This design comes from an exercise in tuning for small area on the open sky130 flow, not from production work.
Only simulation tests tie the RTL to the original design; equivalence was not proved.
Power is estimated from default activity; no workload was simulated.

==> design/flow/design.v <==
`timescale 1ns / 1ps
`timescale 1ns / 1ps
 `timescale 1ns / 1ps
module reset_req_s
 (
	input  wire		clk,
	input  wire		rst_n,
	input  wire		resetfull_req_n,	 
	input  wire		sreset_req_n,		 
	input  wire		cs_por_n,			 
	input  wire		cs_resetfull_n,		 
	input  wire		cs_reset_n,			 
	input  wire		cs_resetstat_n,		 
	output wire		resetfull_out_n,	 
	output wire		reset_out_n			 
 );
localparam	IDLE    = 4'd0;
localparam	RF_CHK  = 4'd1;
localparam	RF_AS0  = 4'd2;
localparam	RF_AS   = 4'd3;
localparam	RF_DLY  = 4'd4;
localparam	RF_REL0 = 4'd5;
localparam	RF_REL  = 4'd6;
localparam	SR_CHK  = 4'd9;
localparam	SR_AS0  = 4'd10;
localparam	SR_AS   = 4'd11;
localparam	SR_DLY  = 4'd12;
localparam	SR_REL0 = 4'd13;
localparam	SR_REL  = 4'd14;
reg		[3:0]	st;
reg		[14:0]	cnt;
wire	chk_done = ((cnt & 24'h9c4) == 24'h9c4);	 
wire	dly_done = ((cnt & 24'h61a8) == 24'h61a8);	 
wire	rel_done = ((cnt & 24'h64) == 24'h64);	 
wire	cs_run  = cs_por_n & cs_resetfull_n & cs_reset_n;
wire	cs_rel  = cs_run & cs_resetstat_n;
wire	cs_rfd  = cs_por_n & ~cs_resetfull_n & cs_reset_n & ~cs_resetstat_n;
wire	cs_srd  = cs_por_n & cs_resetfull_n & ~cs_reset_n & ~cs_resetstat_n;
wire	[2:0]	ph = st[2:0];
wire			asserted = (ph == 3'd3) | (ph == 3'd4) | (ph == 3'd5);	 
assign	resetfull_out_n = ~(asserted & ~st[3]);
assign	reset_out_n     = ~(asserted & st[3]);
reg				run;
reg				done;
always @(*) begin
	case (ph)
		3'd1:       begin run = cs_run; done = chk_done; end
		3'd4:       begin run = st[3] ? cs_srd : cs_rfd; done = dly_done; end
		3'd5, 3'd6: begin run = cs_rel; done = rel_done; end
		default:    begin run = 1'b0;   done = 1'b0;     end
	endcase
end
wire	cnt_hold = (st == SR_CHK) & ~resetfull_req_n;
wire	cnt_inc  = run & ~done & ~cnt_hold;
wire	step     = run & done & ~cnt_hold;
always @(posedge clk) begin
	if(~cnt_inc & ~cnt_hold)
		cnt <= 15'd0;
	else
		cnt <= cnt + {14'd0, cnt_inc};
end
wire			req_n = st[3] ? sreset_req_n : resetfull_req_n;
always @(posedge clk) begin
	if(~rst_n)
		st <= IDLE;
	else begin
		case (ph)
		3'd0: begin		 
			if(~resetfull_req_n)
				st <= RF_CHK;
			else if(~sreset_req_n)
				st <= SR_CHK;
			else
				st <= IDLE;
		end
		3'd1: begin		 
			if(st[3] & ~resetfull_req_n)
				st <= RF_CHK;
			else if(step)
				st <= {st[3], 3'd2};
		end
		3'd2, 3'd3:		 
			st <= {st[3], req_n ? 3'd4 : 3'd3};
		3'd4:			 
			if(step) st <= {st[3], 3'd5};
		3'd5, 3'd6:		 
			st <= step ? IDLE : {st[3], 3'd6};
		default:
			st <= IDLE;
		endcase
	end
end
endmodule
`timescale 1ns / 1ps
module ad9516_rom (
	input wire [6:0] r,
	input wire [4:0] b,
	output wire sa,
	output wire sb
);
function [23:0] ad_rom_a;
	input [6:0] r;
	begin
		case (r)
			7'd0: ad_rom_a = 24'h000099;
			7'd1: ad_rom_a = 24'h000100;
			7'd2: ad_rom_a = 24'h000200;
			7'd3: ad_rom_a = 24'h000341;
			7'd4: ad_rom_a = 24'h000400;
			7'd5: ad_rom_a = 24'h00107C;
			7'd6: ad_rom_a = 24'h00110A;
			7'd7: ad_rom_a = 24'h001200;
			7'd8: ad_rom_a = 24'h001300;
			7'd9: ad_rom_a = 24'h00140F;
			7'd10: ad_rom_a = 24'h001500;
			7'd11: ad_rom_a = 24'h001605;
			7'd12: ad_rom_a = 24'h001702;
			7'd13: ad_rom_a = 24'h001806;
			7'd14: ad_rom_a = 24'h001940;
			7'd15: ad_rom_a = 24'h001A00;
			7'd16: ad_rom_a = 24'h001BA0;
			7'd17: ad_rom_a = 24'h001C22;
			7'd18: ad_rom_a = 24'h001D08;
			7'd19: ad_rom_a = 24'h001E00;
			7'd20: ad_rom_a = 24'h001F00;
			7'd21: ad_rom_a = 24'h00A001;
			7'd22: ad_rom_a = 24'h00A100;
			7'd23: ad_rom_a = 24'h00A200;
			7'd24: ad_rom_a = 24'h00A301;
			7'd25: ad_rom_a = 24'h00A400;
			7'd26: ad_rom_a = 24'h00A500;
			7'd27: ad_rom_a = 24'h00A601;
			7'd28: ad_rom_a = 24'h00A700;
			7'd29: ad_rom_a = 24'h00A800;
			7'd30: ad_rom_a = 24'h00A901;
			7'd31: ad_rom_a = 24'h00AA00;
			7'd32: ad_rom_a = 24'h00AB00;
			7'd33: ad_rom_a = 24'h00F008;
			7'd34: ad_rom_a = 24'h00F108;
			7'd35: ad_rom_a = 24'h00F208;
			7'd36: ad_rom_a = 24'h00F308;
			7'd37: ad_rom_a = 24'h00F408;
			7'd38: ad_rom_a = 24'h00F508;
			7'd39: ad_rom_a = 24'h014002;
			7'd40: ad_rom_a = 24'h014102;
			7'd41: ad_rom_a = 24'h014202;
			7'd42: ad_rom_a = 24'h014302;
			7'd43: ad_rom_a = 24'h019022;
			7'd44: ad_rom_a = 24'h019100;
			7'd45: ad_rom_a = 24'h019200;
			7'd46: ad_rom_a = 24'h019311;
			7'd47: ad_rom_a = 24'h019400;
			7'd48: ad_rom_a = 24'h019500;
			7'd49: ad_rom_a = 24'h019611;
			7'd50: ad_rom_a = 24'h019700;
			7'd51: ad_rom_a = 24'h019800;
			7'd52: ad_rom_a = 24'h019911;
			7'd53: ad_rom_a = 24'h019A00;
			7'd54: ad_rom_a = 24'h019B00;
			7'd55: ad_rom_a = 24'h019C20;
			7'd56: ad_rom_a = 24'h019D00;
			7'd57: ad_rom_a = 24'h019E11;
			7'd58: ad_rom_a = 24'h019F00;
			7'd59: ad_rom_a = 24'h01A000;
			7'd60: ad_rom_a = 24'h01A120;
			7'd61: ad_rom_a = 24'h01A200;
			7'd62: ad_rom_a = 24'h01A300;
			7'd63: ad_rom_a = 24'h01E004;
			7'd64: ad_rom_a = 24'h01E102;
			7'd65: ad_rom_a = 24'h023000;
			7'd66: ad_rom_a = 24'h023100;
			7'd67: ad_rom_a = 24'h023201;
			7'd68: ad_rom_a = 24'h001807;
			7'd69: ad_rom_a = 24'h023201;
			default: ad_rom_a = 24'h000000;
		endcase
	end
endfunction
function [23:0] ad_rom_d;
	input [6:0] r;
	begin
		case (r)
			7'd8: ad_rom_d = 24'h00000A;
			7'd43: ad_rom_d = 24'h000033;
			7'd46: ad_rom_d = 24'h000003;
			7'd57: ad_rom_d = 24'h000003;
			7'd63: ad_rom_d = 24'h000006;
			default: ad_rom_d = 24'h000000;
		endcase
	end
endfunction
wire [23:0] wa = ad_rom_a(r);
wire [23:0] wd = ad_rom_d(r);
assign sa = wa[b];
assign sb = wa[b] ^ wd[b];
endmodule
`timescale 1ns / 1ps
module dsp_spi
 (
	input  wire			clk,			 
	input  wire			rst_n,
	input  wire			DSP_SSEL1,
	input  wire			DSP_SCK1,
	input  wire			DSP_MOSI1,
	output reg			DSP_MISO1,
	input  wire	[15:0]	gpio_i,			 
	input  wire			st_phy_int,		 
	input  wire	[4:0]	st_rst,			 
	input  wire	[2:0]	st_misc,		 
	output reg	[3:0]	led_reg,		 
	output reg			phy_reg,		 
	output reg	[3:0]	misc_reg		 
 );
reg			[1:0]	ssel_s;
reg			[2:0]	sck_s;
reg			[1:0]	mosi_s;
reg 		[4:0] 	spi_c;
reg					rw;
reg			[2:0]	addr;			 
reg					addr_hi;		 
reg			[3:0]	data_w;
reg			[2:0]	wr_cng;
reg			[7:0]	data_r_hold;
reg			[7:0]	pre_r;
wire				ssel     = ssel_s[1];
wire				sck_fall =  sck_s[2] & ~sck_s[1];
wire				sck_rise = ~sck_s[2] &  sck_s[1];
wire				mosi     = mosi_s[1];
wire				rdy          = (spi_c == 5'h8) & rw;
wire				wr_event_cng = spi_c[4] & ~rw;		 
wire				wr_event     = wr_cng[1] ^ wr_cng[2];
always @(posedge clk) begin
	if(~rst_n) begin
		ssel_s <= 2'b11;
		sck_s  <= 3'b000;
	end
	else begin
		ssel_s <= {ssel_s[0], DSP_SSEL1};
		sck_s  <= {sck_s[1:0], DSP_SCK1};
	end
end
always @(posedge clk) begin
	mosi_s <= {mosi_s[0], DSP_MOSI1};
	wr_cng <= {wr_cng[1:0], wr_event_cng};
end
always @(posedge clk) begin
	if(ssel)
		spi_c <= 5'h0;
	else if(sck_fall) begin
		spi_c <= spi_c[4] ? 5'h0 : spi_c + 1'b1;
		if(spi_c == 5'h0) begin
			rw      <= mosi;
			addr    <= 3'h0;
			addr_hi <= 1'b0;
			data_w  <= 4'h0;
		end
		else if(spi_c[4:3] == 2'b00) begin
			addr    <= {addr[1:0], mosi};
			addr_hi <= addr_hi | addr[2];
		end
		else if(~spi_c[4] & ~rw)
			data_w <= {data_w[2:0], mosi};
	end
end
always @(posedge clk or negedge rst_n) begin
	if(~rst_n) begin
		led_reg  <= 4'b0;
		phy_reg  <= 1'b1;
		misc_reg <= 4'b0011;
	end
	else if(wr_event) begin
		case({addr_hi, addr})
			4'h0: led_reg  <= data_w;
			4'h1: phy_reg  <= data_w[1];
			4'h7: misc_reg <= data_w;
			default: ;
		endcase
	end
end
wire		[2:0]	addr_nx = sck_fall ? {addr[1:0], mosi} : addr[2:0];
always @(posedge clk) begin
	case(addr_nx)
		3'd1: pre_r <= {gpio_i[7:1], st_phy_int};
		3'd3: pre_r <= gpio_i[15:8];
		3'd6: pre_r <= {gpio_i[7:5], st_rst};
		3'd7: pre_r <= {gpio_i[7], st_misc, gpio_i[3:0]};
		default: pre_r <= gpio_i[7:0];
	endcase
end
reg			[7:0]	data_r;
always @(*) begin
	if(addr_hi)
		data_r = 8'h0;
	else begin
		case(addr[2:0])
			3'd0: data_r = {4'h0, led_reg};
			3'd1: data_r = {6'h0, phy_reg, pre_r[0]};
			3'd4: data_r = 8'h2b;
			3'd5: data_r = 8'h08;
			3'd6: data_r = {3'h0, pre_r[4:0]};
			3'd7: data_r = {1'b0, pre_r[6:4], misc_reg};
			default: data_r = pre_r;
		endcase
	end
end
always @(posedge clk) begin
	if(~rst_n)
		data_r_hold <= 8'h0;
	else if(rdy)
		data_r_hold <= data_r;
end
always @(posedge clk or negedge rst_n) begin
	if(~rst_n)
		DSP_MISO1 <= 1'b0;
	else if(ssel)
		DSP_MISO1 <= 1'b0;
	else if(sck_rise) begin
		if(spi_c[4:3] == 2'b01) begin
			if(rw)
				DSP_MISO1 <= data_r_hold[~spi_c[2:0]];
		end
		else
			DSP_MISO1 <= 1'b0;
	end
end
endmodule
`timescale 1ns / 1ps
 `timescale 1ns / 1ps
module vpx_brd_ctrl_core
 (
	clk,   						 
	rst_n,						 
	vcc1p0_pgood_i,
	vcc3p3_fmc_pgood_i,
	vcc_vadj_fmc_pgood_i,
	vcc1p2_pgood_i,
	vcc1p8_fpga_pgood_i,
	vcc1p5_fpga_pgood_i,
	vcc0p75_fpga_pgood_i,
	vcc1p0_mgtavcc_pgood_i,
	vcc1p2_mgtavtt_pgood_i,
	vcc3p3_pgood_i,
	dspa_sspcs1_i,		  			 
	dspa_sspck_i,					 
	dspa_sspmiso_o,					 
	dspa_sspmosi_i,         		 
	dspb_sspcs1_i,		  			 
	dspb_sspck_i,					 
	dspb_sspmiso_o,					 
	dspb_sspmosi_i,         		 
	vcc2p5_pgood_i,			
	vcc1p8_dsp_pgood_i,     
	vcc1p5_dsp_pgood_i,	    
	vcc0p75_dsp_pgood_i,	
	sys_pgood_o,			
	vcc2p5_en_o,			
	vcc1p8_dsp_en_o,        
	vcc1p5_dsp_en_o,				
	vcc0p75_dsp_en_o,		
	dspa_gpio_i,					 
	dspa_gpio_o,					 
	dspa_gpio_en,					 
	dspb_gpio_i,					 
	dspb_gpio_o,					 
	dspb_gpio_en,					 
	full_reset_i,					 
	dspa_warm_reset_i,				 
	dspb_warm_reset_i,				 
	fpga_rst_i,						 
	fpga_rst_o,						 
	dspa_trgrstz_i, 				 
	dspb_trgrstz_i, 				 
	dspa_debug_led_o,				 
	dspb_debug_led_o,				 
	dspa_porz_o,					 
	dspa_resetfullz_o,				 
	dspa_resetz_o,					 
	dspa_lresetz_o,					 
	dspa_coresel_o,					 
	dspa_resetstat_n_i,				 
	dspa_nmiz_o,					 
	dspa_lresetnmienz_o,			 
	dspa_bootcomplete_i,             
	dspa_paclksel_o,				 
	dspa_hout_i,					 
	dspa_sysclkout_i,				 
	dspa_timi0_o,					 
	dspb_porz_o,					 
	dspb_resetfullz_o,				 
	dspb_resetz_o,					 
	dspb_lresetz_o,					 
	dspb_coresel_o,					 
	dspb_resetstat_n_i,				 
	dspb_nmiz_o,					 
	dspb_lresetnmienz_o,			 
	dspb_bootcomplete_i,             
	dspb_paclksel_o,				 
	dspb_hout_i,					 
	dspb_sysclkout_i,				 
	dspb_timi0_o,					 
	dspa_phy_int_n_i,				 
	dspa_phy_rst_n_o,				 
	dspb_phy_int_n_i,				 
	dspb_phy_rst_n_o,				 
	dspa_ucd9222_pg1_i,				 
	dspa_ucd9222_pg2_i,				 
	dspa_ucd9222_ena1_o,   			 
	dspa_ucd9222_ena2_o,			 
	dspa_pgucd9222_i,				 
	dspa_ucd9222_rst_n_o,			 
	dspb_ucd9222_pg1_i,				 
	dspb_ucd9222_pg2_i,				 
	dspb_ucd9222_ena1_o,   			 
	dspb_ucd9222_ena2_o,			 
	dspb_pgucd9222_i,				 
	dspb_ucd9222_rst_n_o,			 
	dspa_pca9306_en_o,				 
	dspb_pca9306_en_o,				 
	dspa_nand_wp_o,					 
	dspa_nor_wp_n_o,				 
	dspa_eeprom_wp_o,				 
	dspb_nand_wp_o,					 
	dspb_nor_wp_n_o,				 
	dspb_eeprom_wp_o,				 
    dspa_vid_oe_n_o, 
	dspb_vid_oe_n_o, 
	ad9516_1_clock_reset_o,
	ad9516_1_cs_o, 
	ad9516_1_pd_o,
	ad9516_1_refsel_o,
	ad9516_1_sclk_o,
	ad9516_1_sdi_o,
	ad9516_1_ld_i,
	ad9516_2_clock_reset_o,
	ad9516_2_cs_o, 
	ad9516_2_pd_o,
	ad9516_2_refsel_o,
	ad9516_2_sclk_o,
	ad9516_2_sdi_o,
	ad9516_2_ld_i,
	sp3an_debug_led_o,
	front_led_o,
	sw_fsel_o,
	sw_qfg_o,
	srio_rst_n_o,
	sw_spd_o,
	fmc1_pg_c2m_o,
	fmc2_pg_c2m_o,
	dspa_tsip0_fsa0_o,
	dspa_tsip0_clka0_o,
	dspb_tsip0_fsa0_o,
	dspb_tsip0_clka0_o
 );
input			clk;
input			rst_n;
input   		vcc1p0_pgood_i;
input   		vcc3p3_fmc_pgood_i;
input   		vcc_vadj_fmc_pgood_i;
input   		vcc1p2_pgood_i;
input   		vcc1p8_fpga_pgood_i;
input   		vcc1p5_fpga_pgood_i;
input   		vcc0p75_fpga_pgood_i;
input   		vcc1p0_mgtavcc_pgood_i;
input   		vcc1p2_mgtavtt_pgood_i;
input   		vcc3p3_pgood_i;
input			dspa_sspcs1_i;
input			dspa_sspck_i;
output			dspa_sspmiso_o;
input			dspa_sspmosi_i;
input			dspb_sspcs1_i;
input			dspb_sspck_i;
output			dspb_sspmiso_o;
input			dspb_sspmosi_i;
input			vcc2p5_pgood_i;
input			vcc1p8_dsp_pgood_i;
input			vcc1p5_dsp_pgood_i;
input			vcc0p75_dsp_pgood_i;
output			sys_pgood_o;
output			vcc2p5_en_o;
output			vcc1p8_dsp_en_o;
output			vcc1p5_dsp_en_o;
output			vcc0p75_dsp_en_o;
reg				vcc2p5_en_o;
reg				vcc1p8_dsp_en_o;
reg				vcc1p5_dsp_en_o;
reg				vcc0p75_dsp_en_o;
input	[15:0]	dspa_gpio_i;
output	[15:0]	dspa_gpio_o;
output			dspa_gpio_en;
reg   			dspa_gpio_en;
input	[15:0]	dspb_gpio_i;
output	[15:0]	dspb_gpio_o;
output			dspb_gpio_en;
reg   			dspb_gpio_en;
input			full_reset_i;
input			dspa_warm_reset_i;
input			dspb_warm_reset_i;
input			fpga_rst_i;
input       	dspa_trgrstz_i;
input       	dspb_trgrstz_i;
output			fpga_rst_o;
wire			full_reset_i_f;
wire			dspa_warm_reset_i_f;
wire			dspb_warm_reset_i_f;
wire			fpga_rst_i_f;
output	[3:0]	dspa_debug_led_o;
output	[3:0]	dspb_debug_led_o;
output			dspa_porz_o;
output			dspa_resetfullz_o;
output			dspa_resetz_o;
output			dspa_lresetz_o;
input			dspa_resetstat_n_i;
output			dspa_lresetnmienz_o;
output	[3:0]	dspa_coresel_o;
output			dspa_nmiz_o;
output			dspa_paclksel_o;
input			dspa_hout_i;
input			dspa_bootcomplete_i;
input			dspa_sysclkout_i;
output 			dspa_timi0_o; 
output			dspb_porz_o;
output			dspb_resetfullz_o;
output			dspb_resetz_o;
output			dspb_lresetz_o;
input			dspb_resetstat_n_i;
output			dspb_lresetnmienz_o;
output	[3:0]	dspb_coresel_o;
output			dspb_nmiz_o;
output			dspb_paclksel_o;
input			dspb_hout_i;
input			dspb_bootcomplete_i;
input			dspb_sysclkout_i;
output 			dspb_timi0_o; 
input			dspa_phy_int_n_i;
output			dspa_phy_rst_n_o;
input			dspb_phy_int_n_i;
output			dspb_phy_rst_n_o;
input			dspa_ucd9222_pg1_i;
input			dspa_ucd9222_pg2_i;
output			dspa_ucd9222_ena1_o;
output			dspa_ucd9222_ena2_o;
input			dspa_pgucd9222_i;
output			dspa_ucd9222_rst_n_o;
input			dspb_ucd9222_pg1_i;
input			dspb_ucd9222_pg2_i;
output			dspb_ucd9222_ena1_o;
output			dspb_ucd9222_ena2_o;
input			dspb_pgucd9222_i;
output			dspb_ucd9222_rst_n_o;
output			dspa_pca9306_en_o;
output			dspb_pca9306_en_o;
output			dspa_nand_wp_o;
output			dspa_nor_wp_n_o;
output			dspa_eeprom_wp_o;
output			dspb_nand_wp_o;
output			dspb_nor_wp_n_o;
output			dspb_eeprom_wp_o;
output 			dspa_vid_oe_n_o;
output 			dspb_vid_oe_n_o;
output			ad9516_1_clock_reset_o;
output			ad9516_1_cs_o;
output			ad9516_1_pd_o;
output			ad9516_1_refsel_o;
output			ad9516_1_sclk_o;
output			ad9516_1_sdi_o;
input			ad9516_1_ld_i;
output			ad9516_2_clock_reset_o;
output			ad9516_2_cs_o;
output			ad9516_2_pd_o;
output			ad9516_2_refsel_o;
output			ad9516_2_sclk_o;
output			ad9516_2_sdi_o;
input			ad9516_2_ld_i;
wire			ad9516_1_cfg_done;
wire			ad9516_2_cfg_done;
output	[7:0]	sp3an_debug_led_o;
output	[1:0]	front_led_o;
output	[1:0]	sw_fsel_o;
output	[7:0]	sw_qfg_o;
output			srio_rst_n_o;
output	[2:0]	sw_spd_o;
reg				srio_rst_n_o;
output			fmc1_pg_c2m_o;
output			fmc2_pg_c2m_o;
output			dspa_tsip0_fsa0_o;
output			dspa_tsip0_clka0_o;
output			dspb_tsip0_fsa0_o;
output			dspb_tsip0_clka0_o;
reg				ir_run;			 
reg				ir_rel;			 
reg				fpga_ireset_n;
reg		[11:0]	dcnt;
wire			dcnt_wrap = ((dcnt & 16'h9c4) == 16'h9c4);
wire			dcnt_lo0  = (dcnt[11:4] == 8'h0);
wire			dcnt_is2  = dcnt_lo0 & (dcnt[3:0] == 4'd2);
wire			dcnt_is3  = dcnt_lo0 & (dcnt[3:0] == 4'd3);
wire			dcnt_is10 = dcnt_lo0 & (dcnt[3:0] == 4'd10);
always @(posedge clk or negedge rst_n) begin
	if(~rst_n) begin
		ir_run <= 1'b0;
		ir_rel <= 1'b0;
		fpga_ireset_n <= 1'b0;
		dcnt <= 12'hfff;
	end
	else begin
		ir_run <= 1'b1;
		if(ir_run & dcnt_wrap)
			ir_rel <= 1'b1;
		if(ir_rel)
			fpga_ireset_n <= 1'b1;
		if(dcnt_wrap | (ir_rel & ~fpga_ireset_n))
			dcnt <= 12'h0;
		else
			dcnt <= dcnt + 1'b1;
	end
end
reg				dclk;
wire			sample_en = dcnt_wrap & ~dclk;
always @(posedge clk) begin
	if(~fpga_ireset_n)
		dclk <= 1'b0;
	else if(dcnt_wrap)
		dclk <= ~dclk;
end
reg		[3:0]	smp_v;			 
reg		[7:0]	smp_run;		 
wire	[3:0]	smp_in = {fpga_rst_i, dspb_warm_reset_i, dspa_warm_reset_i, full_reset_i};
reg		[3:0]	smp_all1, smp_all0;
reg		[7:0]	smp_run_nx;
integer			si;
always @(*) begin
	for(si = 0; si < 4; si = si + 1) begin
		smp_all1[si] =  smp_v[si] & (&smp_run[2*si +: 2]);
		smp_all0[si] = ~smp_v[si] & (&smp_run[2*si +: 2]);
		smp_run_nx[2*si +: 2] = (smp_in[si] == smp_v[si]) ?
			(smp_run[2*si +: 2] + {1'b0, ~&smp_run[2*si +: 2]}) : 2'd0;
	end
end
always @(posedge clk) begin
	if(~fpga_ireset_n) begin
		smp_v   <= 4'hf;
		smp_run <= 8'hff;
	end
	else if(sample_en) begin
		smp_v   <= smp_in;
		smp_run <= smp_run_nx;
	end
end
reg				resetfull_req_n;	 
reg				wra_f;				 
reg				wrb_f;				 
reg				frst_f;				 
reg				fpga_rst_o_r;		 
always @(posedge clk) begin
	if(~fpga_ireset_n) begin
		resetfull_req_n <= 1'b1;
		wra_f <= 1'b1;
		wrb_f <= 1'b1;
		frst_f <= 1'b1;
	end
	else begin
		if(dcnt_is3)
			resetfull_req_n <= smp_all1[0] | (resetfull_req_n & ~smp_all0[0]);
		if(dcnt_is2) begin
			wra_f  <= smp_all1[1] | (wra_f  & ~smp_all0[1]);
			wrb_f  <= smp_all1[2] | (wrb_f  & ~smp_all0[2]);
			frst_f <= smp_all1[3] | (frst_f & ~smp_all0[3]);
		end
	end
end
always @(posedge clk or negedge fpga_ireset_n) begin
	if(~fpga_ireset_n)
		fpga_rst_o_r <= 1'b1;
	else begin
		if(dcnt_is3 & ~frst_f)
			fpga_rst_o_r <= 1'b0;
		else if(dcnt_is10 & frst_f)
			fpga_rst_o_r <= 1'b1;
	end
end
assign fpga_rst_o = fpga_rst_o_r;
reg				trga_s1, trga_s2, trgb_s1, trgb_s2;
reg				dspa_softreset_req_n, dspb_softreset_req_n;
reg		[1:0]	dspa_resetstat_nd, dspb_resetstat_nd;
always @(posedge clk) begin
	trga_s1 <= dspa_trgrstz_i | ~fpga_ireset_n;
	trga_s2 <= trga_s1;
	trgb_s1 <= dspb_trgrstz_i | ~fpga_ireset_n;
	trgb_s2 <= trgb_s1;
	dspa_softreset_req_n <= wra_f & trga_s2;
	dspb_softreset_req_n <= wrb_f & trgb_s2;
end
always @(posedge clk) begin
	if(~fpga_ireset_n) begin
		dspa_resetstat_nd <= 2'b00;
		dspb_resetstat_nd <= 2'b00;
	end
	else begin
		dspa_resetstat_nd <= {dspa_resetstat_nd[0], dspa_resetstat_n_i};
		dspb_resetstat_nd <= {dspb_resetstat_nd[0], dspb_resetstat_n_i};
	end
end
reg				full_s1, frst_s1, wa_s1, wb_s1;
reg				phya_s1, phyb_s1;
reg				boota_s1, sysa_s1, houta_s1, bootb_s1, sysb_s1, houtb_s1;
always @(posedge clk) begin
	full_s1  <= full_reset_i;
	frst_s1  <= fpga_rst_i;
	wa_s1    <= dspa_warm_reset_i;
	wb_s1    <= dspb_warm_reset_i;
	phya_s1  <= dspa_phy_int_n_i;
	phyb_s1  <= dspb_phy_int_n_i;
	boota_s1 <= dspa_bootcomplete_i;
	sysa_s1  <= dspa_sysclkout_i;
	houta_s1 <= dspa_hout_i;
	bootb_s1 <= dspb_bootcomplete_i;
	sysb_s1  <= dspb_sysclkout_i;
	houtb_s1 <= dspb_hout_i;
end
reg				pgm_d0, pgm_d1;
reg				v2p5_d0, v2p5_d1, ucd_d0, ucd_d1, v1p8_d0, v1p8_d1;
reg				v1p5_d0, v1p5_d1, v075_d0, v075_d1;
reg				pg_ex_dsp, all_power;
always @(posedge clk) begin
	pgm_d0 <= vcc1p0_pgood_i & vcc3p3_fmc_pgood_i & vcc_vadj_fmc_pgood_i &
	          vcc1p2_pgood_i & vcc1p8_fpga_pgood_i & vcc1p5_fpga_pgood_i &
	          vcc0p75_fpga_pgood_i & vcc1p0_mgtavcc_pgood_i & vcc1p2_mgtavtt_pgood_i &
	          vcc3p3_pgood_i & fpga_ireset_n;
	pgm_d1 <= pgm_d0;
	pg_ex_dsp <= pgm_d1;
	ucd_d0 <= dspa_ucd9222_pg1_i & dspa_ucd9222_pg2_i & dspa_pgucd9222_i &
	          dspb_ucd9222_pg1_i & dspb_ucd9222_pg2_i & dspb_pgucd9222_i & fpga_ireset_n;
	ucd_d1 <= ucd_d0;
end
always @(posedge clk) begin
	v2p5_d0 <= vcc2p5_pgood_i & fpga_ireset_n;       v2p5_d1 <= v2p5_d0;
	v1p8_d0 <= vcc1p8_dsp_pgood_i & fpga_ireset_n;   v1p8_d1 <= v1p8_d0;
	v1p5_d0 <= vcc1p5_dsp_pgood_i & fpga_ireset_n;   v1p5_d1 <= v1p5_d0;
	v075_d0 <= vcc0p75_dsp_pgood_i & fpga_ireset_n;  v075_d1 <= v075_d0;
end
always @(posedge clk or negedge fpga_ireset_n) begin
	if(~fpga_ireset_n)
		all_power <= 1'b0;
	else
		all_power <= pgm_d1 & v2p5_d1 & ucd_d1 & v1p8_d1 & v1p5_d1 & v075_d1;
end
reg		[2:0]	ce_10m_cnt;
wire			clk_10mhz_ce = ce_10m_cnt[2];	 
always @(posedge clk) begin
	if(clk_10mhz_ce | ~fpga_ireset_n)
		ce_10m_cnt <= 3'd0;
	else
		ce_10m_cnt <= ce_10m_cnt + 1'b1;
end
reg		[17:0]	debug_led_lo;
reg		[7:0]	debug_led_hi;
wire			debug_led_clr = ~all_power & (clk_10mhz_ce | ~fpga_ireset_n);
wire			debug_led_inc = all_power & clk_10mhz_ce;
always @(posedge clk) begin
	if(debug_led_clr)
		debug_led_lo <= 18'b0;
	else
		debug_led_lo <= debug_led_lo + {17'b0, debug_led_inc};
end
always @(posedge clk or negedge fpga_ireset_n) begin
	if(~fpga_ireset_n)
		debug_led_hi <= 8'b0;
	else if(debug_led_clr)
		debug_led_hi <= 8'b0;
	else
		debug_led_hi <= debug_led_hi + {7'b0, debug_led_inc & (&debug_led_lo)};
end
assign	sp3an_debug_led_o = debug_led_hi;
always @(posedge clk or negedge fpga_ireset_n) begin
	if(~fpga_ireset_n)
		srio_rst_n_o <= 1'b0;
	else
		srio_rst_n_o <= all_power;
end
assign 	sw_fsel_o	= 	2'b11;
assign	sw_spd_o	=	3'b101;
assign  sw_qfg_o	=   8'b0;
assign	fmc1_pg_c2m_o = all_power;
assign	fmc2_pg_c2m_o = all_power;
assign	sys_pgood_o   = all_power;
assign	front_led_o[1] = all_power;
reg		[1:0]	clk_div;
reg				tsip_clk;
reg		[6:0]	fs_cnt;
reg				tsip_fs;
wire			tsip_clk_rise = clk_div[1] & ~tsip_clk;
always @(posedge clk)
	clk_div <= (clk_div[1] | ~fpga_ireset_n) ? 2'd0 : clk_div + 1'b1;
always @(posedge clk) begin
	if(~fpga_ireset_n)
		fs_cnt <= 7'd0;
	else if(tsip_clk_rise)
		fs_cnt <= fs_cnt + 1'b1;
end
always @(posedge clk or negedge fpga_ireset_n) begin
	if(~fpga_ireset_n) begin
		tsip_clk <= 1'b0;
		tsip_fs <= 1'b0;
	end
	else begin
		if(clk_div[1])
			tsip_clk <= ~tsip_clk;
		if(tsip_clk_rise)
			tsip_fs <= &fs_cnt;
	end
end
assign	dspa_tsip0_clka0_o = tsip_clk;
assign	dspb_tsip0_clka0_o = tsip_clk;
assign	dspa_tsip0_fsa0_o  = tsip_fs;
assign	dspb_tsip0_fsa0_o  = tsip_fs;
parameter 		SM_IDLE	  = 4'h0;
parameter 		SM_V2P5	  = 4'h1;
parameter 		SM_PMBS_1 = 4'h2;
parameter 		SM_PMBS_2 = 4'h3;
parameter 		SM_V1P8	  = 4'h4;
parameter 		SM_V1P5	  = 4'h5;
parameter 		SM_V075	  = 4'h6;
parameter 		SM_CLKG	  = 4'h7;
parameter 		SM_PORWR  = 4'h8;
parameter 		SM_WAIT	  = 4'h9;
parameter 		SM_PWOK	  = 4'ha;
parameter 		SM_POFF1  = 4'hb;
parameter 		SM_POFF2  = 4'hc;
parameter 		SM_FAIL	  = 4'hd;
reg		[3:0]	PW_SM;
reg		[15:0]	PW_c;
reg				ucd_ena;
reg				vid_oe_n;
reg				set_ad9516;
reg		[1:0]	ld_d;
wire			c_idle_done = ((PW_c & 24'hc350) == 24'hc350);
wire			c_done = ((PW_c & 24'h61a8) == 24'h61a8);
reg				sm_en, sm_ok;
reg		[3:0]	sm_next;
always @(*) begin
	sm_en = 1'b1;
	sm_ok = 1'b1;
	sm_next = PW_SM;
	case (PW_SM)
		SM_IDLE:   begin sm_en = pg_ex_dsp; sm_next = SM_V2P5;   end
		SM_V2P5:   begin sm_en = pg_ex_dsp; sm_ok = v2p5_d1;  sm_next = SM_PMBS_1; end
		SM_PMBS_1: begin sm_en = pg_ex_dsp; sm_next = SM_PMBS_2; end
		SM_PMBS_2: begin sm_en = pg_ex_dsp; sm_ok = ucd_d1;   sm_next = SM_V1P8;   end
		SM_V1P8:   begin sm_en = pg_ex_dsp; sm_ok = v1p8_d1;  sm_next = SM_V1P5;   end
		SM_V1P5:   begin sm_en = pg_ex_dsp; sm_ok = v1p5_d1;  sm_next = SM_V075;   end
		SM_V075:   begin sm_en = pg_ex_dsp; sm_ok = v075_d1;  sm_next = SM_CLKG;   end
		SM_CLKG:   begin sm_en = all_power; sm_ok = ld_d[1];  sm_next = SM_PORWR;  end
		SM_PORWR:  begin sm_en = all_power; sm_next = SM_WAIT;   end
		SM_WAIT:   begin sm_en = all_power; sm_ok = dspa_resetstat_nd[1]; sm_next = SM_PWOK; end
		SM_PWOK:   begin sm_en = all_power; sm_ok = 1'b0; end
		SM_POFF1:  begin sm_next = SM_POFF2; end
		default:   begin sm_ok = 1'b0; end		 
	endcase
end
wire			sm_done = (PW_SM == SM_IDLE) ? c_idle_done : c_done;
wire			sm_step = sm_en & sm_ok & sm_done;
wire			pw_inc  = sm_en & sm_ok & ~sm_done;
wire			pw_clr  = ~pw_inc & (sm_en | (PW_SM == SM_IDLE));
always @(posedge clk) begin
	if(pw_clr)
		PW_c <= 16'h0;
	else
		PW_c <= PW_c + {15'h0, pw_inc};
end
always @(posedge clk or negedge fpga_ireset_n) begin
	if(~fpga_ireset_n) begin
		PW_SM <= SM_IDLE;
		ucd_ena <= 1'b0;
		vcc1p5_dsp_en_o <= 1'b0;
		vcc1p8_dsp_en_o <= 1'b0;
		vcc0p75_dsp_en_o <= 1'b0;
		vcc2p5_en_o <= 1'b0;
		set_ad9516 <= 1'b0;
		vid_oe_n <= 1'b1;
	end
	else begin
		if(sm_step)
			PW_SM <= sm_next;
		else if(~sm_en)
			PW_SM <= (PW_SM == SM_IDLE) ? SM_IDLE : (PW_SM <= SM_V075) ? SM_FAIL : SM_POFF1;
		case (PW_SM)
			SM_V2P5:   if(sm_en) vcc2p5_en_o <= 1'b1;
			SM_PMBS_1: if(sm_en) ucd_ena <= 1'b1;
			SM_V1P8: begin
				if(sm_en) vcc1p8_dsp_en_o <= 1'b1;
				if(sm_step) set_ad9516 <= 1'b1;
			end
			SM_V1P5: begin
				if(sm_en) vcc1p5_dsp_en_o <= 1'b1;
				if(sm_step) vid_oe_n <= 1'b0;
			end
			SM_V075:   if(sm_en) vcc0p75_dsp_en_o <= 1'b1;
			SM_CLKG:   if(sm_step) set_ad9516 <= 1'b0;
			SM_POFF2, SM_FAIL: begin
				ucd_ena <= 1'b0;
				vcc1p5_dsp_en_o <= 1'b0;
				vcc1p8_dsp_en_o <= 1'b0;
				vcc0p75_dsp_en_o <= 1'b0;
				vcc2p5_en_o <= 1'b0;
				set_ad9516 <= 1'b0;
				vid_oe_n <= 1'b1;
			end
			default: ;
		endcase
	end
end
assign	dspa_ucd9222_ena1_o  = ucd_ena;
assign	dspa_ucd9222_ena2_o  = ucd_ena;
assign	dspb_ucd9222_ena1_o  = ucd_ena;
assign	dspb_ucd9222_ena2_o  = ucd_ena;
assign	dspa_ucd9222_rst_n_o = 1'b1;
assign	dspb_ucd9222_rst_n_o = 1'b1;
assign	dspa_vid_oe_n_o = vid_oe_n;
assign	dspb_vid_oe_n_o = vid_oe_n;
reg		[2:0]	ad_state;
reg		[6:0]	cnt_reg;
reg		[4:0]	cnt_bit;
reg				ad_sen;
reg				ad_sclk;
reg				ad_sdata_1, ad_sdata_2;
wire			rom_1, rom_2;
ad9516_rom Inst_ad9516_rom (.r(cnt_reg), .b(cnt_bit), .sa(rom_1), .sb(rom_2));
wire			ad_last_bit = (cnt_bit == 5'd0);
wire			ad_last_reg = cnt_reg[6] & cnt_reg[2] & cnt_reg[0];	 
always @(posedge clk or negedge fpga_ireset_n) begin
	if(~fpga_ireset_n)
		cnt_reg <= 7'd0;
	else if(~set_ad9516)
		cnt_reg <= 7'd0;
	else if(clk_10mhz_ce & (ad_state == 3'd5))
		cnt_reg <= ad_last_reg ? 7'd0 : cnt_reg + 1'b1;
end
always @(posedge clk) begin
	if(~set_ad9516) begin
		ad_state <= 3'd0;
		cnt_bit <= 5'd23;
	end
	else if(clk_10mhz_ce) begin
		case(ad_state)
			3'd0: ad_state <= 3'd1;		 
			3'd1: ad_state <= 3'd2;		 
			3'd2: ad_state <= 3'd3;		 
			3'd3: ad_state <= 3'd4;		 
			3'd4: begin					 
				if(ad_last_bit) begin
					ad_state <= 3'd5;
					cnt_bit <= 5'd23;
				end
				else begin
					ad_state <= 3'd1;
					cnt_bit <= cnt_bit - 1'b1;
				end
			end
			3'd5: begin					 
				ad_state <= ad_last_reg ? 3'd6 : 3'd1;
			end
			default: ;					 
		endcase
	end
end
always @(posedge clk or negedge fpga_ireset_n) begin
	if(~fpga_ireset_n) begin
		ad_sen <= 1'b1;
		ad_sdata_1 <= 1'b0;
		ad_sdata_2 <= 1'b0;
		ad_sclk <= 1'b0;
	end
	else if(~set_ad9516) begin
		ad_sen <= 1'b1;
		ad_sdata_1 <= 1'b0;
		ad_sdata_2 <= 1'b0;
		ad_sclk <= 1'b0;
	end
	else if(clk_10mhz_ce) begin
		case(ad_state)
			3'd1: ad_sclk <= 1'b0;		 
			3'd2: begin					 
				ad_sen <= 1'b0;
				ad_sdata_1 <= rom_1;
				ad_sdata_2 <= rom_2;
			end
			3'd3: ad_sclk <= 1'b1;		 
			3'd4: ad_sen <= ad_last_bit;	 
			3'd5: ad_sclk <= 1'b0;		 
			3'd6, 3'd7: begin			 
				ad_sdata_1 <= 1'b0;
				ad_sdata_2 <= 1'b0;
			end
			default: ;
		endcase
	end
end
assign	ad9516_1_clock_reset_o = 1'b1;
assign	ad9516_1_pd_o          = 1'b1;
assign	ad9516_1_refsel_o      = 1'b0;
assign	ad9516_1_cs_o          = ad_sen;
assign	ad9516_1_sclk_o        = ad_sclk;
assign	ad9516_1_sdi_o         = ad_sdata_1;
assign	ad9516_2_clock_reset_o = 1'b1;
assign	ad9516_2_pd_o          = 1'b1;
assign	ad9516_2_refsel_o      = 1'b0;
assign	ad9516_2_cs_o          = ad_sen;
assign	ad9516_2_sclk_o        = ad_sclk;
assign	ad9516_2_sdi_o         = ad_sdata_2;
reg		[1:0]	ld_run;
always @(posedge clk or negedge fpga_ireset_n) begin
	if(~fpga_ireset_n)
		ld_run <= 2'd0;
	else if(clk_10mhz_ce) begin
		if(ad9516_1_ld_i & ad9516_2_ld_i)
			ld_run <= ld_run + {1'b0, ~&ld_run};
		else
			ld_run <= 2'd0;
	end
end
always @(posedge clk)
	ld_d <= {ld_d[0], &ld_run};
assign	front_led_o[0] = &ld_run;
wire			dspa_resetfull_out_n, dspa_reset_out_n;
wire			dspb_resetfull_out_n, dspb_reset_out_n;
wire			sm_7_a = (PW_SM >= 4'h7 && PW_SM <= 4'ha);
wire			sm_7_b = (PW_SM >= 4'h7 && PW_SM <= 4'hb);
wire			sm_8_a = (PW_SM >= 4'h8 && PW_SM <= 4'ha);
wire			sm_9_b = (PW_SM >= 4'h9 && PW_SM <= 4'hb);
wire			sm_pwok = (PW_SM == SM_PWOK);
wire			power_fail_check = (PW_SM >= 4'hb && PW_SM <= 4'hd);
assign 	dspa_coresel_o = 4'h0;
assign 	dspb_coresel_o = 4'h0;
assign 	dspa_paclksel_o = 1'b1;
assign 	dspb_paclksel_o = 1'b1;
assign 	dspa_lresetnmienz_o = sm_7_a;
assign 	dspb_lresetnmienz_o = sm_7_a;
assign 	dspa_nmiz_o = sm_7_b;
assign 	dspb_nmiz_o = sm_7_b;
assign 	dspa_lresetz_o = sm_7_b;
assign 	dspb_lresetz_o = sm_7_b;
assign 	dspa_porz_o = sm_8_a;
assign 	dspb_porz_o = sm_8_a;
assign 	dspa_resetfullz_o = sm_9_b & dspa_resetfull_out_n;
assign 	dspb_resetfullz_o = sm_9_b & dspb_resetfull_out_n;
assign 	dspa_resetz_o = sm_7_b & dspa_reset_out_n;
assign 	dspb_resetz_o = sm_7_b & dspb_reset_out_n;
assign	dspa_gpio_o = 16'h0001;
assign	dspb_gpio_o = 16'h0001;
wire	[3:0]	dspa_led_reg, dspb_led_reg;
wire			dspa_phy_reg, dspb_phy_reg;
wire	[3:0]	dspa_misc_reg, dspb_misc_reg;
assign	dspa_debug_led_o = power_fail_check ? 4'h0 : dspa_led_reg;
assign	dspb_debug_led_o = power_fail_check ? 4'h0 : dspb_led_reg;
assign 	dspa_phy_rst_n_o = dspa_porz_o & dspa_resetfullz_o & dspa_phy_reg;
assign 	dspb_phy_rst_n_o = dspb_porz_o & dspb_resetfullz_o & dspb_phy_reg;
wire			dspa_wp_on = sm_pwok & dspa_resetstat_n_i & ~dspa_gpio_en;
wire			dspb_wp_on = sm_pwok & dspb_resetstat_n_i & ~dspb_gpio_en;
assign 	dspa_nand_wp_o   = dspa_wp_on & dspa_misc_reg[0];
assign 	dspb_nand_wp_o   = dspb_wp_on & dspb_misc_reg[0];
assign 	dspa_nor_wp_n_o  = dspa_wp_on & dspa_misc_reg[1];
assign 	dspb_nor_wp_n_o  = dspb_wp_on & dspb_misc_reg[1];
assign 	dspa_eeprom_wp_o = ~dspa_wp_on | dspa_misc_reg[2];
assign 	dspb_eeprom_wp_o = ~dspb_wp_on | dspb_misc_reg[2];
assign 	dspa_pca9306_en_o = sm_pwok & dspa_misc_reg[3];
assign 	dspb_pca9306_en_o = sm_pwok & dspb_misc_reg[3];
reset_req_s Inst_reset_req_ctrl_a
 (
    .clk				(	clk						),
    .rst_n				(	fpga_ireset_n			),
    .resetfull_req_n	(	resetfull_req_n			),
    .sreset_req_n		(	dspa_softreset_req_n	),
    .cs_por_n			(	dspa_porz_o				),
    .cs_resetfull_n		(	dspa_resetfullz_o		),
    .cs_reset_n			(	dspa_resetz_o			),
    .cs_resetstat_n		(	dspa_resetstat_nd[1]	),
    .resetfull_out_n	(	dspa_resetfull_out_n	),
    .reset_out_n		(	dspa_reset_out_n		)
 );
reset_req_s Inst_reset_req_ctrl_b
 (
    .clk				(	clk						),
    .rst_n				(	fpga_ireset_n			),
    .resetfull_req_n	(	resetfull_req_n			),
    .sreset_req_n		(	dspb_softreset_req_n	),
    .cs_por_n			(	dspb_porz_o				),
    .cs_resetfull_n		(	dspb_resetfullz_o		),
    .cs_reset_n			(	dspb_resetz_o			),
    .cs_resetstat_n		(	dspb_resetstat_nd[1]	),
    .resetfull_out_n	(	dspb_resetfull_out_n	),
    .reset_out_n		(	dspb_reset_out_n		)
 );
reg				half_clk;
reg		[3:0]	dspa_gpio_dly, dspb_gpio_dly;
always @(posedge clk)
	half_clk <= ~half_clk & fpga_ireset_n;
wire			dspa_gpio_clr = ~dspa_resetstat_nd[1] & (~dspa_porz_o | ~dspa_resetfullz_o | dspa_gpio_en);
wire			dspa_gpio_done = ((dspa_gpio_dly & 16'h0a) == 16'h0a);
always @(posedge clk or negedge fpga_ireset_n) begin
	if(~fpga_ireset_n)
		dspa_gpio_en <= 1'b1;
	else
		dspa_gpio_en <= dspa_gpio_clr | ~dspa_gpio_done;
end
always @(posedge clk) begin
	if(dspa_gpio_clr)
		dspa_gpio_dly <= 4'h0;
	else if(~dspa_gpio_done)
		dspa_gpio_dly <= dspa_gpio_dly + 1'b1;
end
wire			dspb_gpio_clr = ~dspb_resetstat_nd[1] & (~dspb_porz_o | ~dspb_resetfullz_o | dspb_gpio_en);
wire			dspb_gpio_done = ((dspb_gpio_dly & 16'h0a) == 16'h0a);
always @(posedge clk or negedge fpga_ireset_n) begin
	if(~fpga_ireset_n)
		dspb_gpio_en <= 1'b1;
	else
		dspb_gpio_en <= dspb_gpio_clr | ~dspb_gpio_done;
end
always @(posedge clk) begin
	if(dspb_gpio_clr)
		dspb_gpio_dly <= 4'h0;
	else if(~dspb_gpio_done)
		dspb_gpio_dly <= dspb_gpio_dly + 1'b1;
end
assign	dspa_timi0_o = ~dspa_gpio_en & ~half_clk;
assign	dspb_timi0_o = ~dspb_gpio_en & ~half_clk;
dsp_spi Inst_dspa_spi
 (
    .clk			(	clk					),
    .rst_n			(	fpga_ireset_n		),
    .DSP_SSEL1		(	dspa_sspcs1_i		),
    .DSP_SCK1		(	dspa_sspck_i		),
    .DSP_MOSI1		(	dspa_sspmosi_i		),
    .DSP_MISO1		(	dspa_sspmiso_o		),
    .gpio_i			(	dspa_gpio_i			),
    .st_phy_int		(	phya_s1				),
    .st_rst			(	{trga_s1, dspa_resetstat_n_i, frst_s1, wa_s1, full_s1}	),
    .st_misc		(	{boota_s1, sysa_s1, houta_s1}	),
    .led_reg		(	dspa_led_reg		),
    .phy_reg		(	dspa_phy_reg		),
    .misc_reg		(	dspa_misc_reg		)
 );
dsp_spi Inst_dspb_spi
 (
    .clk			(	clk					),
    .rst_n			(	fpga_ireset_n		),
    .DSP_SSEL1		(	dspb_sspcs1_i		),
    .DSP_SCK1		(	dspb_sspck_i		),
    .DSP_MOSI1		(	dspb_sspmosi_i		),
    .DSP_MISO1		(	dspb_sspmiso_o		),
    .gpio_i			(	dspb_gpio_i			),
    .st_phy_int		(	phyb_s1				),
    .st_rst			(	{trgb_s1, dspb_resetstat_n_i, frst_s1, wb_s1, full_s1}	),
    .st_misc		(	{bootb_s1, sysb_s1, houtb_s1}	),
    .led_reg		(	dspb_led_reg		),
    .phy_reg		(	dspb_phy_reg		),
    .misc_reg		(	dspb_misc_reg		)
 );
endmodule
==> design/flow/flow/run.sh <==
#!/bin/bash
# Layout flow: the standard ORFS flow (standard.sh), with these changes:
#  - after the standard synthesis, the logic between the registers is
#    re-mapped by ABC for area (flow/remap.tcl, flow/remap.abc); registers keep
#    their names and cell types, and the new netlist is proven equal to the
#    standard one (flow/equiv.tcl) before it is used (else the standard
#    netlist is kept);
#  - input and output ports are buffered with sky130_fd_sc_hd__buf_1;
#  - clock tree synthesis uses the arguments in flow/cts_args.txt.
# Each tool's output goes to its own log in the work folder (ORFS also writes
# each step's log under orfs/logs/).
set -euo pipefail
cts_args="$(tr '\n' ' ' < flow/cts_args.txt)"
knobs=("BUFFER_PORTS_ARGS=-buffer_cell sky130_fd_sc_hd__buf_1" "CTS_ARGS=${cts_args}" "SKIP_REPAIR_TIE_FANOUT=1")
res=orfs/results/${FLOW_PLATFORM}/vpx_brd_ctrl_core/base
bash standard.sh "${knobs[@]}" synth > make_synth.log 2>&1

YOSYS=yosys
[[ -x "${FLOW_HOME}/../tools/install/yosys/bin/yosys" ]] && YOSYS="${FLOW_HOME}/../tools/install/yosys/bin/yosys"
export REMAP_LIB="${FLOW_HOME}/platforms/${FLOW_PLATFORM}/lib/sky130_fd_sc_hd__tt_025C_1v80.lib"
export REMAP_IN="$PWD/1_2_yosys_standard.v"
export REMAP_OUT="$PWD/1_2_yosys_remap.v"
export REMAP_DONT_USE="$PWD/flow/dont_use.txt"
export REMAP_ABC="$PWD/flow/remap.abc"
cp "$res/1_2_yosys.v" "$REMAP_IN"
if "$YOSYS" -c flow/remap.tcl > yosys_remap.log 2>&1 && \
   "$YOSYS" -c flow/equiv.tcl > yosys_equiv.log 2>&1; then
  cp "$REMAP_OUT" "$res/1_2_yosys.v"
  echo "re-mapped netlist used" > remap_result.txt
else
  echo "re-map failed or not proven: standard netlist kept" > remap_result.txt
fi
bash standard.sh "${knobs[@]}" do-1_synth > make_synth_odb.log 2>&1
bash standard.sh "${knobs[@]}" finish > make_finish.log 2>&1
==> design/flow/flow/cts_args.txt <==
-sink_clustering_enable
-repair_clock_nets
-buf_list sky130_fd_sc_hd__clkbuf_16
-sink_clustering_size 34
-sink_clustering_max_diameter 100
-dont_use_dummy_load
==> design/flow/flow/dont_use.txt <==
sky130_fd_sc_hd__lpflow_bleeder_1
sky130_fd_sc_hd__lpflow_clkbufkapwr_1
sky130_fd_sc_hd__lpflow_clkbufkapwr_16
sky130_fd_sc_hd__lpflow_clkbufkapwr_2
sky130_fd_sc_hd__lpflow_clkbufkapwr_4
sky130_fd_sc_hd__lpflow_clkbufkapwr_8
sky130_fd_sc_hd__lpflow_clkinvkapwr_1
sky130_fd_sc_hd__lpflow_clkinvkapwr_16
sky130_fd_sc_hd__lpflow_clkinvkapwr_2
sky130_fd_sc_hd__lpflow_clkinvkapwr_4
sky130_fd_sc_hd__lpflow_clkinvkapwr_8
sky130_fd_sc_hd__lpflow_decapkapwr_12
sky130_fd_sc_hd__lpflow_decapkapwr_3
sky130_fd_sc_hd__lpflow_decapkapwr_4
sky130_fd_sc_hd__lpflow_decapkapwr_6
sky130_fd_sc_hd__lpflow_decapkapwr_8
sky130_fd_sc_hd__lpflow_inputiso0n_1
sky130_fd_sc_hd__lpflow_inputiso0p_1
sky130_fd_sc_hd__lpflow_inputiso1n_1
sky130_fd_sc_hd__lpflow_inputiso1p_1
sky130_fd_sc_hd__lpflow_inputisolatch_1
sky130_fd_sc_hd__lpflow_isobufsrc_1
sky130_fd_sc_hd__lpflow_isobufsrc_16
sky130_fd_sc_hd__lpflow_isobufsrc_2
sky130_fd_sc_hd__lpflow_isobufsrc_4
sky130_fd_sc_hd__lpflow_isobufsrc_8
sky130_fd_sc_hd__lpflow_isobufsrckapwr_16
sky130_fd_sc_hd__lpflow_lsbuf_lh_hl_isowell_tap_1
sky130_fd_sc_hd__lpflow_lsbuf_lh_hl_isowell_tap_2
sky130_fd_sc_hd__lpflow_lsbuf_lh_hl_isowell_tap_4
sky130_fd_sc_hd__lpflow_lsbuf_lh_isowell_4
sky130_fd_sc_hd__lpflow_lsbuf_lh_isowell_tap_1
sky130_fd_sc_hd__lpflow_lsbuf_lh_isowell_tap_2
sky130_fd_sc_hd__lpflow_lsbuf_lh_isowell_tap_4
sky130_fd_sc_hd__probe_p_8
sky130_fd_sc_hd__probec_p_8
==> design/flow/flow/equiv.tcl <==
# Prove the re-mapped netlist equal to the standard one, register by register.
yosys -import
read_liberty -ignore_miss_func $::env(REMAP_LIB)
read_verilog $::env(REMAP_IN)
yosys rename vpx_brd_ctrl_core gold
read_verilog $::env(REMAP_OUT)
yosys rename vpx_brd_ctrl_core gate
hierarchy -check
flatten
opt_clean
async2sync
equiv_make gold gate eq
hierarchy -top eq
equiv_simple -seq 2
equiv_induct
equiv_status -assert
==> design/flow/flow/remap.abc <==
strash
dc2
&get -n
&deepsyn -T 90
&dch -f
&nf -R 1000
&put
topo
stime -p
==> design/flow/flow/remap.tcl <==
# Re-map the combinational logic of the standard synthesis netlist for area.
# Registers (and tie cells) are kept as they are, with their names and cell
# types; only the logic between them is re-mapped by ABC.
# Environment: REMAP_LIB (liberty), REMAP_IN, REMAP_OUT (netlists),
# REMAP_DONT_USE (file with one don't-use cell per line), REMAP_ABC (script).
yosys -import
set lib $::env(REMAP_LIB)
set du {}
foreach c [split [string trim [read [open $::env(REMAP_DONT_USE)]]] "\n"] { lappend du -dont_use $c }
read_liberty -ignore_miss_func $lib
read_verilog $::env(REMAP_IN)
hierarchy -top vpx_brd_ctrl_core
blackbox sky130_fd_sc_hd__*df* sky130_fd_sc_hd__dl* sky130_fd_sc_hd__conb*
flatten
opt_clean
abc -script $::env(REMAP_ABC) -liberty $lib {*}$du
opt_clean -purge
hilomap -singleton -hicell sky130_fd_sc_hd__conb_1 HI -locell sky130_fd_sc_hd__conb_1 LO
insbuf -buf sky130_fd_sc_hd__buf_4 A X
splitnets
opt_clean -purge
tee -o remap_stat.txt stat -liberty $lib
write_verilog -noattr -nohex -nodec $::env(REMAP_OUT)
# read the result back against the cell library alone and check it
design -reset
read_liberty -lib $lib
read_verilog $::env(REMAP_OUT)
hierarchy -top vpx_brd_ctrl_core
check -assert -mapped
==> design/flow/standard.sh <==
#!/bin/bash
# synth_recipe.tcl (not shown) runs the flow's synth.tcl, then flattens the netlist and writes it again
# the make line also repeats each setting of config.mk as NAME=value (left out here)
make -C /OpenROAD-flow-scripts/flow DESIGN_CONFIG=/design/flow/config.mk WORK_HOME=/design/flow/orfs CLKGATE_MAP_FILE= SYNTH_SCRIPT=/design/flow/synth_recipe.tcl "${@:-finish}"
==> design/flow/config.mk <==
export PLATFORM = sky130hd
export DESIGN_NAME = vpx_brd_ctrl_core
export DESIGN_NICKNAME = vpx_brd_ctrl_core
export VERILOG_FILES = /design/flow/design.v
export SDC_FILE = /design/flow/constraint.sdc
export NUM_CORES = 4
export LEC_CHECK = 0
export CAP_MARGIN = 20
export CORE_MARGIN = 2
export CORE_UTILIZATION = 40
export SLEW_MARGIN = 20
==> design/flow/constraint.sdc <==
create_clock -name core_clock -period 20.0 [get_ports {clk}]
set_input_delay 4.0000 -clock core_clock [delete_from_list [all_inputs] [get_ports {clk}]]
set_output_delay 4.0000 -clock core_clock [all_outputs]
set_load 0.01 [all_outputs]
==> flow_summary.html <==
<table>
<tr><th>Metric</th><th>Value</th></tr>
<tr><th colspan="2">STA</th></tr>
<tr><td>Post-route setup TNS</td><td>0 ns</td></tr>
<tr><td>Final clock skew</td><td>0.0724 ns</td></tr>
<tr><td>Peak Freq</td><td>113 MHz</td></tr>
<tr><td>Relative slew slack</td><td>0.295</td></tr>
<tr><td>Hold violation count in the final report</td><td>0</td></tr>
<tr><td>Least setup slack across all paths after layout</td><td>11.16 ns</td></tr>
<tr><td>Shortest clock period the worst path allows after layout</td><td>8.84 ns</td></tr>
<tr><td>Final period utilization</td><td>0.442</td></tr>
<tr><td>Number of setup violations in the final report</td><td>0</td></tr>
<tr><td>RSZ-0062 raised after global routing</td><td>no</td></tr>
<tr><td>Fin. max-slew vios</td><td>0</td></tr>
<tr><td>Slew at the pin closest to its max-slew limit</td><td>1.05 ns</td></tr>
<tr><th colspan="2">Die</th></tr>
<tr><td>Core outline area</td><td>between 0.03 and 0.04 sq mm</td></tr>
<tr><td>Vert. Die Dim</td><td>186 microns</td></tr>
<tr><td>Die width</td><td>around 190 microns</td></tr>
<tr><td># rows</td><td>66</td></tr>
<tr><td>I/O pin count</td><td>between 200 and 250</td></tr>
<tr><td>Initial core utilization</td><td>0.406</td></tr>
<tr><td>DIE AREA</td><td>between 0.03 and 0.04 sq mm</td></tr>
<tr><th colspan="2">Clock tree</th></tr>
<tr><td>Count of instances resized after the clock tree is built</td><td>0</td></tr>
<tr><td>Maximum number of buffers from clock root to sink</td><td>3</td></tr>
<tr><td>Depth of the CTS H-tree</td><td>1</td></tr>
<tr><td>Worst-Skew Late Latency</td><td>0.51 ns</td></tr>
<tr><td>Number of setup buffers added after CTS</td><td>0</td></tr>
<tr><td>Clock root buffer master</td><td>sky130_fd_sc_hd__clkbuf_16</td></tr>
<tr><td>Number of hold buffers added after CTS</td><td>0</td></tr>
<tr><td>Total CTS buffers</td><td>14</td></tr>
<tr><td>CTS tree</td><td>built</td></tr>
<tr><td>Sink Count</td><td>309</td></tr>
<tr><td>Clock transition at path regs</td><td>0.12 ns</td></tr>
<tr><th colspan="2">Cells and area</th></tr>
<tr><td>Register containing the most flip-flops in the final layout</td><td>debug_led_lo</td></tr>
<tr><td>Combined area of the multi-input logic cells</td><td>between 0.005 and 0.006 sq mm</td></tr>
<tr><td>Largest regs</td><td>debug_led_lo (18), PW_c (16)</td></tr>
<tr><td>Max reg flops</td><td>18</td></tr>
<tr><td>Filler Cell Count</td><td>approximately 3300</td></tr>
<tr><td>Sequential cell area</td><td>0.00677 sq mm</td></tr>
<tr><td>Non-filler instance count after layout</td><td>about 2000</td></tr>
<tr><td>Fin nets</td><td>1596</td></tr>
<tr><td>Inserted Diodes</td><td>0</td></tr>
<tr><td>Layout cell share with drive strength beyond 1</td><td>0.0290</td></tr>
<tr><td>Post-route standard cell area excluding fillers</td><td>~0.014 sq mm</td></tr>
<tr><td>Relative area change from synthesis to final layout</td><td>6.56%</td></tr>
<tr><th colspan="2">Synthesis</th></tr>
<tr><td>Number of nets produced by synthesis</td><td>around 1500</td></tr>
<tr><td>Synthesis warning total</td><td>4</td></tr>
<tr><td>Cell count after synthesis</td><td>1434</td></tr>
<tr><td>Avg Cell Area, Syn</td><td>9.20 sq um</td></tr>
<tr><td>Netlist area before placement</td><td>0.0132 sq mm</td></tr>
<tr><th colspan="2">Placed design</th></tr>
<tr><td>HPWL Detailed</td><td>21600 microns</td></tr>
<tr><td>Placed Cells</td><td>slightly below 2000</td></tr>
<tr><td>Number of buffers added on ports</td><td>148</td></tr>
<tr><td>Global placement routability congestion</td><td>0.933</td></tr>
<tr><td>Pre-CTS worst setup slack</td><td>about 11 ns</td></tr>
<tr><td>Standard cell area after detailed placement</td><td>0.0137 sq mm</td></tr>
<tr><th colspan="2">Power and ir drop</th></tr>
<tr><td>Sw Share</td><td>0.207</td></tr>
<tr><td>Peak supply drop</td><td>0.0000523 V</td></tr>
<tr><td>Fraction of power consumed by sequential logic</td><td>0.656</td></tr>
<tr><td>Static Leakage</td><td>approximately 5.2 nW</td></tr>
<tr><td>Total power divided by cell area</td><td>roughly 68 mW/mm^2</td></tr>
<tr><td>Cell-internal power</td><td>roughly 0.76 mW</td></tr>
<tr><td>Clk network pwr share</td><td>0.328</td></tr>
<tr><td>Net Sw Power</td><td>approximately 0.2 mW</td></tr>
<tr><td>Proportion of power drawn by combinational gates</td><td>0.016</td></tr>
<tr><th colspan="2">Global routing</th></tr>
<tr><td>Routing layer with the top usage in global route</td><td>met2</td></tr>
<tr><td>Met2 track demand over resource</td><td>0.279</td></tr>
<tr><td>Global-route wire length before repair</td><td>48900 microns</td></tr>
<tr><td>Met3 layer usage reported by global route</td><td>0.0192</td></tr>
<tr><td>Maximum number of pins on one net before global-route repair</td><td>50</td></tr>
<tr><td>Number of antenna violations at the first check in global routing</td><td>0</td></tr>
<tr><td>Global routing usage summed across all routing layers</td><td>0.172</td></tr>
<tr><td>Met1 Resource Use GR</td><td>0.249</td></tr>
<tr><td>Via count of the first global-routing pass</td><td>approximately 9600</td></tr>
<tr><td>Global-route congestion overflow total</td><td>0</td></tr>
<tr><th colspan="2">Detailed routing</th></tr>
<tr><td>Residual DRC count</td><td>0</td></tr>
<tr><td>First drt pass iteration count</td><td>5</td></tr>
<tr><td>Final WL</td><td>29400 microns</td></tr>
<tr><td>Drt first-iter violations</td><td>763</td></tr>
<tr><td>Vias per inst</td><td>5.26</td></tr>
<tr><td>Via count of the routed design</td><td>10300</td></tr>
<tr><td>Drt wl/cell</td><td>15.0 microns</td></tr>
<tr><td>Post-route ant nets</td><td>0</td></tr>
<tr><th colspan="2">Worst setup path</th></tr>
<tr><td>Required time of the critical path</td><td>16.00 ns</td></tr>
<tr><td>Startpoint type of the worst setup path</td><td>input port</td></tr>
<tr><td>Top fanout value on the critical path</td><td>3</td></tr>
<tr><td>Data arrival time of the critical path</td><td>4.84 ns</td></tr>
<tr><td>Type of the worst setup path</td><td>input port to output pin</td></tr>
<tr><td>CP endpoint kind</td><td>output pin</td></tr>
<tr><th colspan="2">Run status</th></tr>
<tr><td>Status</td><td>timing/DRC/antenna clean</td></tr>
<tr><th colspan="2">Job</th></tr>
<tr><td>Total of max-cap violations</td><td>0</td></tr>
<tr><th colspan="2">Min path</th></tr>
<tr><td>Classification of the worst-slack hold path</td><td>flop to asynchronous set/reset pin</td></tr>
</table>
[worst max-delay path, cell delays in order]
cell	delay (ns)
sky130_fd_sc_hd__buf_1	0.21
sky130_fd_sc_hd__nand2_1	0.16
sky130_fd_sc_hd__or3_1	0.34
sky130_fd_sc_hd__buf_1	0.13
[through the flow]
| stage | total power, mW | util | hold slack (ns) |
|---|---|---|---|
| 4_1_cts | 0.971 | 0.432 | 0.269 |
| 5_1_grt | 0.994 | 0.432 | 0.289 |
| 2_1_floorplan | 0.657 | - | 0.310 |
| 3_5_place_dp | 0.656 | 0.421 | 0.269 |
| 6_report | 0.956 | 0.432 | 0.255 |
| 3_3_place_gp | 0.656 | 0.421 | 0.258 |
[routing by layer]
metal  vias up  wire length (microns)
met2       253                  13400
met3        28                   1350
met4         0                    437
met5         -                      0
li1       5230                      -
met1      4792                  14300
[final timing paths]
check                                        start                to  slack, ns  depth (start not counted)
worst max-delay path            dspa_resetstat_n_i  dspa_eeprom_wp_o      11.16                          4
worst min-delay path                 fpga_ireset_n      srio_rst_n_o       0.26                          0
worst max register to register            PW_SM[0]          PW_c[15]      15.20                         20
worst min register to register       fpga_ireset_n      srio_rst_n_o       0.26                          0
max in group asynchronous                    rst_n     fpga_ireset_n      15.82                          1
min in group core_clock                    v075_d0           v075_d1       0.34                          0
[layout by cell type (no fill, tap or decap), types with 8 or more instances in the layout]
| cell type | count |
|---|---|
| sky130_fd_sc_hd__o22ai_1 | 9 |
| sky130_fd_sc_hd__edfxtp_1 | 18 |
| sky130_fd_sc_hd__a32oi_1 | 8 |
| sky130_fd_sc_hd__o21a_1 | 13 |
| sky130_fd_sc_hd__nor2_1 | 156 |
| sky130_fd_sc_hd__nand4_1 | 18 |
| sky130_fd_sc_hd__or2_0 | 10 |
| sky130_fd_sc_hd__nor3_1 | 78 |
| sky130_fd_sc_hd__buf_1 | 148 |
| sky130_fd_sc_hd__o21ai_0 | 75 |
| sky130_fd_sc_hd__o211ai_1 | 9 |
| sky130_fd_sc_hd__a21oi_1 | 112 |
| sky130_fd_sc_hd__clkinv_1 | 25 |
| sky130_fd_sc_hd__a22oi_1 | 9 |
| sky130_fd_sc_hd__and3_1 | 42 |
| sky130_fd_sc_hd__nor4_1 | 10 |
| sky130_fd_sc_hd__dfrtp_1 | 50 |
| sky130_fd_sc_hd__nor2b_1 | 36 |
| sky130_fd_sc_hd__nand2b_1 | 30 |
| sky130_fd_sc_hd__clkbuf_16 | 14 |
| sky130_fd_sc_hd__a31oi_1 | 15 |
| sky130_fd_sc_hd__and2_0 | 62 |
| sky130_fd_sc_hd__nand3_1 | 42 |
| sky130_fd_sc_hd__nand2_1 | 126 |
| sky130_fd_sc_hd__dfxtp_1 | 217 |
| sky130_fd_sc_hd__mux2_1 | 21 |
| sky130_fd_sc_hd__or3_1 | 8 |
| sky130_fd_sc_hd__nor3b_1 | 10 |
| sky130_fd_sc_hd__xnor2_1 | 19 |
| sky130_fd_sc_hd__dfstp_2 | 23 |
[power groups by stage]
stage,sequential (mW),combinational [mW],clock [mW]
after floorplan,0.640,0.0164,0
after global placement,0.641,0.0147,0
after detailed placement,0.641,0.0148,0
after CTS,0.628,0.0149,0.328
after global routing,0.628,0.0169,0.349
final,0.628,0.0148,0.314
[area by class of cell]
cell class,instances,share of cell area
flip-flops and latches,309,0.481
well taps,442,0.0393
inverters,25,0.00667
clock buffers,14,0.0249
multi-input cells,1015,0.405
repair buffers,153,0.0422

==> separate check: timing with driven ports <==
In the flow no input, the clock included, has a driving cell. The finished layout below was timed again as built, in two steps. Step 1 sets driving cells, clkbuf_16 on the clock port and buf_2 on the other inputs (assumed; they add their load-dependent delay and slew). Step 2 moves the port delays by t, midway between the first and last clock arrival at a register: inputs arrive t later, outputs are due t later. That takes back most of the time a late clock gives input paths. a / b / c = no drivers / after step 1 / after step 2; a / b = the first two.
t, ns: 0.526
setup WS [ns]: 11.156 / 11.127 / 11.127
worst setup path at the end: input to output
clock arrival spread, ns: 0.074 / 0.074
After both steps setup and hold are still met in this run. For this run, drivers alone change the setup slack by -0.029 ns; drivers and shift together by -0.029 ns.
